This is an optimization exercise on Yosys and OpenROAD, whose aim is small area, not a production implementation.
Only simulation tests tie the RTL to the original design; equivalence was not proved.

the baseline:
Design cordic, start of the top module:
module cordic (
  input                clk,
  input                reset,
  input                operands_val,
  input  signed [15:0] x_start,
  input  signed [15:0] y_start,
  input  signed [15:0] angle,
  output signed [15:0] sine,
  output signed [15:0] cosine,
  output               out_valid
);
  localparam [15:0] ODD = 16'haaaa;
  reg [8:0] vld;
  always @(posedge clk) begin
    if (reset) vld <= 9'd0;
    else       vld <= {vld[7:0], operands_val};
  end
  assign out_valid = vld[8];
  wire [15:0] t0 = angle - 16'd12868;
  wire [15:0] x0_0_s;
  wire x0_0_co;
  wire [15:0] x0_0_bn = {~(y_start[15] ^ 1'b1), y_start[14] ^ 1'b1, ~(y_start[13] ^ 1'b1), y_start[12] ^ 1'b1, ~(y_start[11] ^ 1'b1), y_start[10] ^ 1'b1, ~(y_start[9] ^ 1'b1), y_start[8] ^ 1'b1, ~(y_start[7] ^ 1'b1), y_start[6] ^ 1'b1, ~(y_start[5] ^ 1'b1), y_start[4] ^ 1'b1, ~(y_start[3] ^ 1'b1), y_start[2] ^ 1'b1, ~(y_start[1] ^ 1'b1), y_start[0] ^ 1'b1};
  cr_addn #(.N(16)) u_x0_0 (.a(x_start[15:0]), .bn(x0_0_bn), .cin(1'b1), .s(x0_0_s), .co(x0_0_co));
  wire [15:0] y0_0_s;
  wire y0_0_co;
  wire [15:0] y0_0_bn = {~(x_start[15] ^ 1'b0), x_start[14] ^ 1'b0, ~(x_start[13] ^ 1'b0), x_start[12] ^ 1'b0, ~(x_start[11] ^ 1'b0), x_start[10] ^ 1'b0, ~(x_start[9] ^ 1'b0), x_start[8] ^ 1'b0, ~(x_start[7] ^ 1'b0), x_start[6] ^ 1'b0, ~(x_start[5] ^ 1'b0), x_start[4] ^ 1'b0, ~(x_start[3] ^ 1'b0), x_start[2] ^ 1'b0, ~(x_start[1] ^ 1'b0), x_start[0] ^ 1'b0};
  cr_addn #(.N(16)) u_y0_0 (.a(y_start[15:0]), .bn(y0_0_bn), .cin(1'b0), .s(y0_0_s), .co(y0_0_co));
  wire [15:0] x0 = {x0_0_s};
  wire [15:0] y0 = {y0_0_s};
  wire dir1 = ~t0[15];
  wire [9:0] x1_0_s;
  wire x1_0_co;
  wire [9:0] x1_0_bn = {~(y0[10] ^ dir1), y0[9] ^ dir1, ~(y0[8] ^ dir1), y0[7] ^ dir1, ~(y0[6] ^ dir1), y0[5] ^ dir1, ~(y0[4] ^ dir1), y0[3] ^ dir1, ~(y0[2] ^ dir1), y0[1] ^ dir1};
  cr_addn #(.N(10)) u_x1_0 (.a(x0[9:0]), .bn(x1_0_bn), .cin(dir1), .s(x1_0_s), .co(x1_0_co));
  wire [9:0] y1_0_s;
  wire y1_0_co;
  ...
Size in the first run: about 84 I/O pins.
export LEC_CHECK = 0
export CAP_MARGIN = 0
export CORE_MARGIN = 2
export CORE_UTILIZATION = 60
export SLEW_MARGIN = 0
export SYNTH_HIERARCHICAL = 1
export SYNTH_MINIMUM_KEEP_SIZE = 0
create_clock -name core_clock -period 5.0 [get_ports {clk}]
standard.sh (not shown) runs the stock make flow with config.mk's settings and CLKGATE_MAP_FILE= SYNTH_SCRIPT=/design/flow/synth_recipe.tcl, a recipe that flattens the netlist after the stock synthesis.
==> flow/flow/run.sh <==
#!/bin/bash
# Own layout flow: the standard ORFS flow (standard.sh, including its
# standard synthesis), with two changes to how the layout is built:
#  - the input/output port buffers are sky130_fd_sc_hd__buf_1 cells;
#  - clock tree synthesis inserts no dummy loads and clusters up to 24 sinks.
# ORFS writes each step's full log under orfs/logs/; make's own output goes
# to make.log in this folder.
set -euo pipefail
export BUFFER_PORTS_ARGS="-buffer_cell sky130_fd_sc_hd__buf_1"
export CTS_ARGS="-sink_clustering_enable -repair_clock_nets -dont_use_dummy_load -sink_clustering_size 24 -sink_clustering_max_diameter 100"
bash standard.sh finish > make.log 2>&1
The baseline ended with every stage complete and zero timing, DRC or antenna violations.
Input-level comparison between the candidate and the baseline:
- CORE_UTILIZATION: 60 -> 70
==> flow/flow/run.sh <==
#!/bin/bash
# Own layout flow: the standard ORFS flow (standard.sh, including its
# standard synthesis), with two changes to how the layout is built:
#  - the input/output port buffers are sky130_fd_sc_hd__buf_1 cells;
#  - clock tree synthesis inserts no dummy loads and clusters up to 30 sinks.
# ORFS writes each step's full log under orfs/logs/; make's own output goes
# to make.log in this folder.
set -euo pipefail
export BUFFER_PORTS_ARGS="-buffer_cell sky130_fd_sc_hd__buf_1"
export CTS_ARGS="-sink_clustering_enable -repair_clock_nets -dont_use_dummy_load -sink_clustering_size 30 -sink_clustering_max_diameter 100"
bash standard.sh finish > make.log 2>&1
Results
End of the critical path: sine[9] -> the baseline, xr7[6] -> the candidate. The candidate — number of vias in the routed layout 168 higher, the baseline as reference. Going from the baseline to the candidate, cell depth of the worst flop-to-flop path grows by 1. Final cell count without fillers went down by a few percent going from the baseline to the candidate. Going from the baseline to the candidate, the setup slack of the worst register-to-register path was found to have gone down by 0.10 ns. The candidate vs the baseline on utilization after layout: the candidate is the higher one. Summary of the candidate over the baseline: maximum frequency now sits lower; minimum period implied by the final worst setup slack rose by 0.041 ns.

what the ideal ports hide:
How much do the figures lean on ideal ports? The routed layouts below were timed once more, with nothing changed but the port constraints. Step 1, drivers: a clkbuf_16 drives clk and a buf_2 each remaining input, both assumed. Step 2 adds t to the input delays and takes it off the output delays; t is the mean of the earliest and latest rising clock arrival at the registers after step 1. Input paths then give back, and output paths get back, about the clock's delay inside the block. a / b / c = ideal ports / drivers / drivers and shift; a / b = the first two.
run	t (ns)	setup slack, ns	latest minus earliest clock arrival (ns)
the baseline	0.594	0.273 / 0.213 / -0.050	0.029 / 0.030
the candidate	0.568	0.232 / 0.229 / -0.210	0.033 / 0.033
With both steps, setup timing fails in the baseline and the candidate, where it was met with ideal ports. For the candidate, which loses most, drivers alone change the setup slack by -0.003 ns; drivers and shift together by -0.442 ns.
